Context: an optimization exercise on an open-source flow, tuned for small area, a short achievable clock period and few clock cycles per item. The choices shown serve that exercise and are no tape-out recipe. The RTL was checked by simulation tests, not by an equivalence proof against the original design. No activity file was given, so power comes from the tool's default toggle rates.

==> flow/design.v, too long to show whole: its modules and the start of the top module <==
// module median_filter: 1246 lines
module median_filter #(
  parameter WIDTH = 8,
  parameter P_WIN = 5
) (
  input  logic [WIDTH*P_WIN*P_WIN-1:0]  filter_win_in,
  input  logic                          filter_in_vld,
  output logic                          filter_in_rdy,
  output logic [WIDTH-1:0]              filter_data_out,
  output logic                          filter_out_vld,
  input  logic                          filter_out_rdy,
  input  logic [5:0]                    r_mf_threshold,
  input  logic clk,
  input  logic rst_n
);
  // ...
==> flow/flow/run.sh <==
#!/bin/bash
# The standard layout (the standard.sh: standard synthesis, ORFS place, CTS and route),
# with two changes: the port buffers that global placement inserts on every input and output
# are sky130_fd_sc_hd__buf_1 instead of the cell buffer_ports picks by default (the resizer
# may still upsize them), and clock tree synthesis uses larger sink clusters and no dummy
# loads. make's full output goes to flow.log here.
set -euo pipefail
bash standard.sh \
  BUFFER_PORTS_ARGS="-buffer_cell sky130_fd_sc_hd__buf_1" \
  CTS_ARGS="-sink_clustering_enable -repair_clock_nets -sink_clustering_size 24 -sink_clustering_max_diameter 100 -dont_use_dummy_load" \
  finish > flow.log 2>&1
==> flow/standard.sh <==
#!/bin/bash
# synth_recipe.tcl (not shown) runs the flow's synth.tcl, then flattens the netlist and writes it again
# the make line also repeats each setting of config.mk as NAME=value (left out here)
make -C /OpenROAD-flow-scripts/flow DESIGN_CONFIG=/design/flow/config.mk WORK_HOME=/design/flow/orfs CLKGATE_MAP_FILE= SYNTH_SCRIPT=/design/flow/synth_recipe.tcl "${@:-finish}"
==> flow/config.mk <==
export PLATFORM = sky130hd
export DESIGN_NAME = median_filter
export DESIGN_NICKNAME = median_filter
export VERILOG_FILES = /design/flow/design.v
export SDC_FILE = /design/flow/constraint.sdc
export NUM_CORES = 4
export LEC_CHECK = 0
export ABC_AREA = 1
export CAP_MARGIN = 20
export CORE_MARGIN = 2
export CORE_UTILIZATION = 60
export SETUP_SLACK_MARGIN = 4.0
export SLEW_MARGIN = 20
==> flow/constraint.sdc <==
create_clock -name core_clock -period 8.5 [get_ports {clk}]
set_input_delay 1.7000 -clock core_clock [delete_from_list [all_inputs] [get_ports {clk}]]
set_output_delay 1.7000 -clock core_clock [all_outputs]
set_load 0.01 [all_outputs]
==> impl_results.md, run 1 <==
* Post-synthesis register bit count at 419
* Status: complete, no violations
* Last element of the critical path: q1_22$_DFF_P_
* Top Metal Used: met4
* Number of H-tree levels at 1
* Global Route met2 Usage at 46.3%
* # Taps at 461
* Mapped cell area at 0.0216 mm²
* Inverters at 482
* Pin count of the biggest net entering global routing at 34
* Area leader, netlist: dfxtp_1
* Post_cts resized at 197
* Vias at 15,800
* Combinational share of power at 67.5%
* CP max stage cell: fa_2
* IO Port Bufs at 219
* First-pass GRT wire length at 85.3 mm
* Nonclk buf count at 272
* Layout cells sized above 1 at 15.4%
* Post-synthesis sequential area ratio at 40.6%
* IO Count at 220
* Grt met1 use at 42.7%
* Switching Share at 48.6%
* Critical Path Start: filter_win_in[86]
* Final Critical Period at 4840 ps
Testbench counts, summed over its fixed seeds: cycles 3,232, items 3,200.
==> run 2: changes to the inputs <==
--- a/flow/config.mk
+++ b/flow/config.mk
@@ -9,5 +9,5 @@
 export CAP_MARGIN = 20
 export CORE_MARGIN = 2
 export CORE_UTILIZATION = 60
-export SETUP_SLACK_MARGIN = 4.0
+export SETUP_SLACK_MARGIN = 3.8
 export SLEW_MARGIN = 20
==> impl_results.md, run 2 <==
* Status: complete, no violations (unchanged)
* Gr usage total at 29.1% (was 29.8%)
* CTS clk-pin slew, worst paths at 90 ps (about the same)
* Die Footprint at 0.0375 mm² (unchanged)
* DRT iter0 DRCs at 1,073 (was 1,179)
* Area leader, netlist: dfxtp_1 (unchanged)
* Mapped Avg Cell Area at 9.11 µm² (unchanged)
* Routability cong. at 0.952 (unchanged)
* CTS tree: yes (unchanged)
* Power Dens Cells at 433 mW/mm² (was 442 mW/mm²)
* Synth Flop Type: dfxtp_1 (unchanged)
* Yosys cell types at 36 (unchanged)
* Static Leak at 11.6 nW (about the same)
* CP max stage cell: fa_1 (was fa_2)
* Most common cell after layout, fill and taps aside: inv_1 (was nand2_1)
* Drt total wl at 54.6 mm (was 56.1 mm)
* CTS Sinks at 419 (unchanged)
* Met3 global-route usage at 6.52% (was 6.33%)
* Reg2Reg Depth at 21 (was 20)
* Grt met1 use at 41.0% (was 42.7%)
* Vias in the first global route at 15,800 (was 16,000)
* Root Driver: clkbuf_16 (unchanged)
* IO Count at 220 (unchanged)
* Max-slew violations at 0 (unchanged)
* Worst path most repeated cell: fa_2 (unchanged)
* Fill count at 2,812 (was 2,758)
* Final Critical Period at 4830 ps (was 4840 ps)
* Commonest non-fill, non-tap cells in the layout: inv_1, nand2_1, dfxtp_1 (was nand2_1, inv_1, dfxtp_1)
* Top post-synthesis cells by area: dfxtp_1, fa_1, inv_1 (unchanged)
* Post-synthesis sequential area ratio at 40.6% (unchanged)
* VDD IR max at 0.000616 V (was 0.000608 V)
* CP Depth at 17 (unchanged)
* CP delay by family, top: adder cells (unchanged)
* Die Y at 194 µm (unchanged)
* Worst-Margin Slew at 817 ps (was 762 ps)
* Worst Setup Path Type: primary input to flip-flop (unchanged)
* Layout cells sized above 1 at 13.6% (was 15.4%)
* First-pass GRT wire length at 83.5 mm (was 85.3 mm)
* Max-cap viol count at 0 (unchanged)
* Largest stage delay, worst path at 550 ps (was 560 ps)
* Syn_nets at 2,889 (unchanged)
* GR peak layer: met2 (unchanged)
* Tot Pwr at 0.0108 W (was 0.0112 W)
* Share of the synthesized area in the top cell type at 35.0% (unchanged)
* CTS max path bufs at 3 (unchanged)
* DRC viols at 0 (unchanged)
* Row cnt at 69 (unchanged)
* Area grow syn2layout at 15.6% (was 17.0%)
* Share of flip-flops with an asynchronous set or reset at 2.39% (unchanged)
* Pin count of the biggest net entering global routing at 33 (was 34)
* Setup_tns at 0 ps (unchanged)
* Final hold violation count at 0 (unchanged)
* CP required at 8970 ps (was 8930 ps)
* Fin nets at 3,152 (was 3,164)
* Worst-Skew Late Latency at 550 ps (about the same)
* Most frequent cells after synthesis: inv_1, nand2_1, dfxtp_1, nor2_1, fa_1 (unchanged)
* RSZ-0062 raised after global routing: true (unchanged)
* Post-synthesis register bit count at 419 (unchanged)
* Bufs and invs on worst path at 4 (was 3)
* Clock buffer count from CTS at 21 (unchanged)
* Post-synth EDFFs at 32 (unchanged)
* Reg2Reg Launch Point: e2_2[3]$_DFF_P_ (was q2_0$_DFF_P_)
* Die span in x at 194 µm (unchanged)
* Critical path, cell by cell: buf_8, fa_1, inv_2, fa_2, fa_2, fa_2, inv_2, fa_1, ha_4, nand4_1, nand2_4, inv_6, nand2_8, nand2_8, nand2_2, nand2_1, nor2_1 (was buf_2, inv_4, nand2_4, fa_2, inv_2, fa_2, fa_2, fa_2, fa_2, nor2_2, nand4_1, nand2_4, nand2_8, nand2_8, nand2_2, nand2_1, nor2_1)
* Cells after Synth at 2,370 (unchanged)
* DR vias/cell at 5.04 (was 5.10)
* Hold Path Origin: e1_4[2]$_DFF_P_ (unchanged)
* Placed insts at 3,014 (unchanged)
* Crit-path max FO at 7 (unchanged)
* Detail Route Antenna Nets at 0 (unchanged)
* Critical Path Start: filter_win_in[47] (was filter_win_in[86])
* Global Route met2 Usage at 45.7% (was 46.3%)
* Hold path cells at 0 (unchanged)
* Count leader, synth: inv_1 (unchanged)
* Total grt overflow at 0 (unchanged)
* IO Port Bufs at 219 (unchanged)
* Ys Warns at 2 (unchanged)
* Crit. End Element: flip-flop (unchanged)
* Clk_skew at 26.2 ps (was 27.6 ps)
* Vias at 15,600 (was 15,800)
* Number of H-tree levels at 1 (unchanged)
* CTS hold repair buffers at 0 (unchanged)
* Mapped cell area at 0.0216 mm² (unchanged)
* Slew margin rel. at 45.4% (was 48.8%)
* Final setup vio count at 0 (unchanged)
* CP Launch Type: primary input (unchanged)
* CP arrival at 5300 ps (was 5270 ps)
* DR pass1 iterations at 5 (unchanged)
* Drt wl/cell at 17.6 µm (was 18.1 µm)
* Worst hold path type: flip-flop to flip-flop (unchanged)
* Starting Density at 60.8% (unchanged)
* Core area at 0.0355 mm² (unchanged)
* Detail Placement HPWL at 41.9 mm (unchanged)
* Antenna violations before repair at 2 (unchanged)
* Post-route clock period utilization at 56.8% (was 56.9%)
* Max reg flops at 32 (unchanged)
* Most flops, register: q (unchanged)
* Max frequency at 0.207 GHz (about the same)
* Post-route insts no fill at 3,093 (was 3,105)
run 2: cell types whose count changed in the layout (fill, tap and decap cells not counted), moves of 9 or more:
cell,delta
buf_2,-9
fa_1,+15
fa_2,-15
inv_2,-9
run 2: stage by stage:
stage | setup WS, ps | area, µm² | util, % | hold WS [ps]
3_5_place_dp | 2180 | 23000 | 64.8 | 312
3_3_place_gp | 2350 | 23000 | 64.8 | 310
6_report | 3670 | 24900 | 70.3 | 321
2_1_floorplan | 3490 | 21800 | - | 310
4_1_cts | 3680 | 24100 | 68.0 | 322
5_1_grt | 3550 | 24900 | 70.3 | 319
run 2: report_power, final:
part / leakage, nW / internal, W / switching, W
clock: 0.259 / 0.000442 / 0.000581
sequential: 3.58 / 0.00236 / 0.000247
combinational: 7.73 / 0.00280 / 0.00437
run 2: routing by layer:
layer,vias up,share of wire (%)
met5,-,0
met4,0,2.4
met3,77,8.1
met2,535,46
met1,7449,44
li1,7528,-
run 2: worst paths after layout:
kind | endpoint | slack (ps)
hold reg to reg | e2_4[2]$_DFF_P_ | 320
min in group asynchronous | v1$_DFF_PN0_ | 1090
max in group asynchronous | qv[0]$_DFFE_PN0P_ | 7060
setup reg to reg | e3_9[0]$_DFF_P_ | 3970
setup / recovery | q1_14$_DFF_P_ | 3670
hold / removal | e2_4[2]$_DFF_P_ | 320
run 2: cell type report:
| type | count | area [µm²] | share of cell area, % |
|---|---|---|---|
| diodes | 1 | 2.50 | 0.0100 |
| clock buffers | 21 | 526 | 2.11 |
| inverters | 478 | 1890 | 7.56 |
| multi-input cells | 1446 | 11700 | 46.8 |
| flip-flops and latches | 419 | 8760 | 35.1 |
| well taps | 461 | 577 | 2.31 |
| repair buffers | 266 | 1500 | 6.02 |
| repair inverters | 1 | 8.76 | 0.0351 |
run 2: timing repair:
action,in CTS,in global routing
setup buffers,16,26
pin swaps,41,79
endpoints found under the hold margin,0,0
gates cloned,12,3
gates resized for setup,110,223
setup endpoints to repair,119,112
run 2: logic make-up after synthesis:
logic type | synth area share (%)
DFF | 40.6
and+or+nand+nor | 18.6
buffers and inverters | 9.34
adders and majority gates | 27.1
xor gates and xnor gates | 1.79
AOI/OAI and AO/OA | 2.53
==> run 3: changes to the inputs <==
--- a/flow/config.mk
+++ b/flow/config.mk
@@ -9,5 +9,5 @@
 export CAP_MARGIN = 20
 export CORE_MARGIN = 2
 export CORE_UTILIZATION = 60
-export SETUP_SLACK_MARGIN = 3.8
+export SETUP_SLACK_MARGIN = 3.6
 export SLEW_MARGIN = 20
==> impl_results.md, run 3 <==
* Status: complete, no violations (unchanged)
* Final hold violation count at 0 (unchanged)
* Worst path most repeated cell: fa_2 (unchanged)
* Share of the synthesized area in the top cell type at 35.0% (unchanged)
* Crit. End Element: flip-flop (unchanged)
* CP Launch Type: primary input (unchanged)
* Cells after Synth at 2,370 (unchanged)
* Commonest non-fill, non-tap cells in the layout: inv_1, nand2_1, dfxtp_1 (unchanged)
* Crit-path max FO at 7 (unchanged)
* Die Y at 194 µm (unchanged)
* Post-synth EDFFs at 32 (unchanged)
* Final Critical Period at 4900 ps (was 4830 ps)
* Hold path cells at 0 (unchanged)
* Number of H-tree levels at 1 (unchanged)
* Vias at 15,400 (was 15,600)
* Power Dens Cells at 424 mW/mm² (was 433 mW/mm²)
* CTS clk-pin slew, worst paths at 80 ps (was 90 ps)
* Syn_nets at 2,889 (unchanged)
* Hold Path Origin: e1_24[0]$_DFF_P_ (was e1_4[2]$_DFF_P_)
* Max-cap viol count at 0 (unchanged)
* Post-synthesis sequential area ratio at 40.6% (unchanged)
* Register Area at 0.00876 mm² (about the same)
* Met3 global-route usage at 4.09% (was 6.52%)
* Tot Pwr at 0.0103 W (was 0.0108 W)
* Post-route clock period utilization at 57.7% (was 56.8%)
* Drt total wl at 52.7 mm (was 54.6 mm)
* Slew margin rel. at 51.7% (was 45.4%)
* Critical Path Start: filter_win_in[119] (was filter_win_in[47])
* Clk_skew at 37.0 ps (was 26.2 ps)
* Worst Setup Path Type: primary input to flip-flop (unchanged)
* Reg2Reg Launch Point: q1_11$_DFF_P_ (was e2_2[3]$_DFF_P_)
* CTS Sinks at 419 (unchanged)
* Area grow syn2layout at 12.6% (was 15.6%)
* IO Port Bufs at 219 (unchanged)
* Fill count at 2,890 (was 2,812)
* Total grt overflow at 0 (unchanged)
* IO Count at 220 (unchanged)
* Reg-to-reg slack, setup at 3780 ps (was 3970 ps)
* Setup_tns at 0 ps (unchanged)
* Root Driver: clkbuf_16 (unchanged)
* CP required at 8920 ps (was 8970 ps)
* Routability cong. at 0.942 (was 0.952)
* Reg2Reg Depth at 18 (was 21)
* DRC viols at 0 (unchanged)
* Detail Placement HPWL at 41.7 mm (was 41.9 mm)
* DR pass1 iterations at 6 (was 5)
* Top post-synthesis cells by area: dfxtp_1, fa_1, inv_1 (unchanged)
* Mapped Avg Cell Area at 9.11 µm² (unchanged)
* Multi-input gate area at 0.0114 mm² (was 0.0117 mm²)
* Count leader, synth: inv_1 (unchanged)
* Static Leak at 11.4 nW (was 11.6 nW)
* Max-slew violations at 0 (unchanged)
* CTS tree: yes (unchanged)
* Antenna violations before repair at 1 (was 2)
* Most flops, register: q (unchanged)
* Fin nets at 3,134 (was 3,152)
* Worst-Margin Slew at 720 ps (was 817 ps)
* Ys Warns at 2 (unchanged)
* Pin count of the biggest net entering global routing at 32 (was 33)
* Post-synthesis register bit count at 419 (unchanged)
* Worst-Skew Late Latency at 550 ps (about the same)
* Largest stage delay, worst path at 560 ps (was 550 ps)
* Vias in the first global route at 15,300 (was 15,800)
* Critical path, cell by cell: buf_8, fa_2, fa_1, inv_2, fa_2, fa_2, fa_2, nor2_2, nand4_1, buf_6, nand2_8, clkinv_8, nand2_8, nand2_4, nor2_1, nor2_1 (was buf_8, fa_1, inv_2, fa_2, fa_2, fa_2, inv_2, fa_1, ha_4, nand4_1, nand2_4, inv_6, nand2_8, nand2_8, nand2_2, nand2_1, nor2_1)
* Layout cells sized above 1 at 9.91% (was 13.6%)
* First-pass GRT wire length at 80.4 mm (was 83.5 mm)
* Post-place setup slack at 2190 ps (was 2180 ps)
* VDD IR max at 0.000500 V (was 0.000616 V)
* RSZ-0062 raised after global routing: true (unchanged)
* Most frequent cells after synthesis: inv_1, nand2_1, dfxtp_1, nor2_1, fa_1 (unchanged)
* DR vias/cell at 5.02 (was 5.04)
* Share of flip-flops with an asynchronous set or reset at 2.39% (unchanged)
* Setup ws final at 3600 ps (was 3670 ps)
* Yosys cell types at 36 (unchanged)
* DRT iter0 DRCs at 1,129 (was 1,073)
* Drt wl/cell at 17.1 µm (was 17.6 µm)
* Global Route met2 Usage at 44.2% (was 45.7%)
* Most common cell after layout, fill and taps aside: inv_1 (unchanged)
* Max frequency at 0.204 GHz (was 0.207 GHz)
* GR peak layer: met2 (unchanged)
* Core area at 0.0355 mm² (unchanged)
* CP max stage cell: fa_1 (unchanged)
* Die Footprint at 0.0375 mm² (unchanged)
* Worst hold path type: flip-flop to flip-flop (unchanged)
* Critical R2R Capture: q2_14$_DFF_P_ (was e3_9[0]$_DFF_P_)
* Mapped cell area at 0.0216 mm² (unchanged)
* Detail Route Antenna Nets at 0 (unchanged)
* Starting Density at 60.8% (unchanged)
* Clock buffer count from CTS at 21 (unchanged)
* Synth Flop Type: dfxtp_1 (unchanged)
* CTS max path bufs at 3 (unchanged)
* Final setup vio count at 0 (unchanged)
* Hold EP: e2_24[0]$_DFF_P_ (was e2_4[2]$_DFF_P_)
* Area leader, netlist: dfxtp_1 (unchanged)
* CP arrival at 5320 ps (was 5300 ps)
* Grt met1 use at 40.9% (was 41.0%)
* Row cnt at 69 (unchanged)
* Gr usage total at 27.9% (was 29.1%)
* Max reg flops at 32 (unchanged)
* Die span in x at 194 µm (unchanged)
==> run 3: cell counts after synthesis <==
No cell type changed its count.
==> run 3: cells by family (layout without fill, tap and decap cells) <==
family	count (synthesis)	after routing	synth area share, %
XOR/XNOR	44	44	1.79
AND/OR/NAND/NOR	974	986	18.6
buffers and inverters	518	749	9.34
other	0	3	0
adder cells (fa/ha/maj)	309	309	27.1
AO/OA/AOI/OAI	106	106	2.53
flip-flops	419	419	40.6
==> run 3: final cells by class <==
class | count | area share [%]
tap | 461 | 2.37
timing repair inverter | 2 | 0.0721
clock buffer | 21 | 2.16
inverter | 478 | 7.61
sequential | 419 | 36.1
timing repair buffer | 248 | 4.81
multi-input combinational | 1445 | 46.9
antenna | 3 | 0.0309
==> run 3: repair_timing <==
action / 4_1_cts / 5_1_grt
gates cloned: 6 / 8
setup endpoints to repair: 109 / 99
resized for setup: 37 / 166
pin swaps: 9 / 38
buffers inserted: 3 / 20
hold buffers: 0 / 0
==> run 3: worst max-delay path by stage <==
stage	end	slack, ps	cells past startpoint
after floorplan	q1_12$_DFF_P_	3490	15
after global placement	q1_1$_DFF_P_	2360	17
after detailed placement	q1_18$_DFF_P_	2190	17
after CTS	q2_17$_DFF_P_	3580	19
after global routing	q1_21$_DFF_P_	3530	16
final	q1_15$_DFF_P_	3600	16
==> run 3: critical path, delay by kind of cell <==
kind,cells,cell delay [ps]
fa+ha+maj,5,2360
buf+inv,4,400
simple gates,7,840
==> run 3: per-stage QoR <==
stage / utilization (%) / std cells / hold slack (ps) / instance area (µm²)
3_5_place_dp: 64.7 / 3016 / 312 / 22900
4_1_cts: 66.9 / 3046 / 332 / 23700
3_3_place_gp: 64.7 / 3016 / 311 / 22900
2_1_floorplan: - / 2370 / 310 / 21800
5_1_grt: 68.5 / 3076 / 337 / 24300
6_report: 68.5 / 3077 / 332 / 24300
==> run 3: metal layers <==
| layer | share of wire [%] | wire, µm | vias up |
|---|---|---|---|
| met1 | 46 | 24000 | 7389 |
| met3 | 6.7 | 3520 | 81 |
| met2 | 45 | 23700 | 489 |
| met5 | 0 | 0 | - |
| met4 | 2.7 | 1450 | 0 |
| li1 | - | - | 7490 |
==> run 3: power by group <==
part | internal [W] | switching [W] | leakage (nW)
Combinational | 0.00250 | 0.00418 | 7.53
Sequential | 0.00236 | 0.000248 | 3.58
Clock | 0.000442 | 0.000575 | 0.259
Total | 0.00531 | 0.00500 | 11.4

[afterwards: timing with drivers on the ports]
How much do the figures lean on ideal ports? The routed layouts below were timed once more, with nothing changed but the port constraints. Step 1 sets driving cells, clkbuf_16 on the clock port and buf_2 on the other inputs (assumed; they add their load-dependent delay and slew). Step 2 moves the port delays by t, midway between the first and last clock arrival at a register: inputs arrive t later, outputs are due t later. That takes back most of the time a late clock gives input paths. Slacks: ideal / step 1 / step 2; pairs: ideal / step 1.
| run | t, ns | setup WS [ns] | slew at the worst register clock pin (ns) | pins driven straight from the clock port |
|---|---|---|---|---|
| run 1 | 0.597 | 3.665 / 3.674 / 3.077 | 0.09 / 0.09 | 1 |
| run 2 | 0.595 | 3.670 / 3.672 / 3.076 | 0.10 / 0.10 | 1 |
| run 3 | 0.587 | 3.600 / 3.611 / 3.023 | 0.09 / 0.09 | 1 |
After both steps every run listed still meets setup and hold. The setup slack of run 2, which loses most, moves by +0.002 ns with the drivers and by -0.594 ns with both steps.
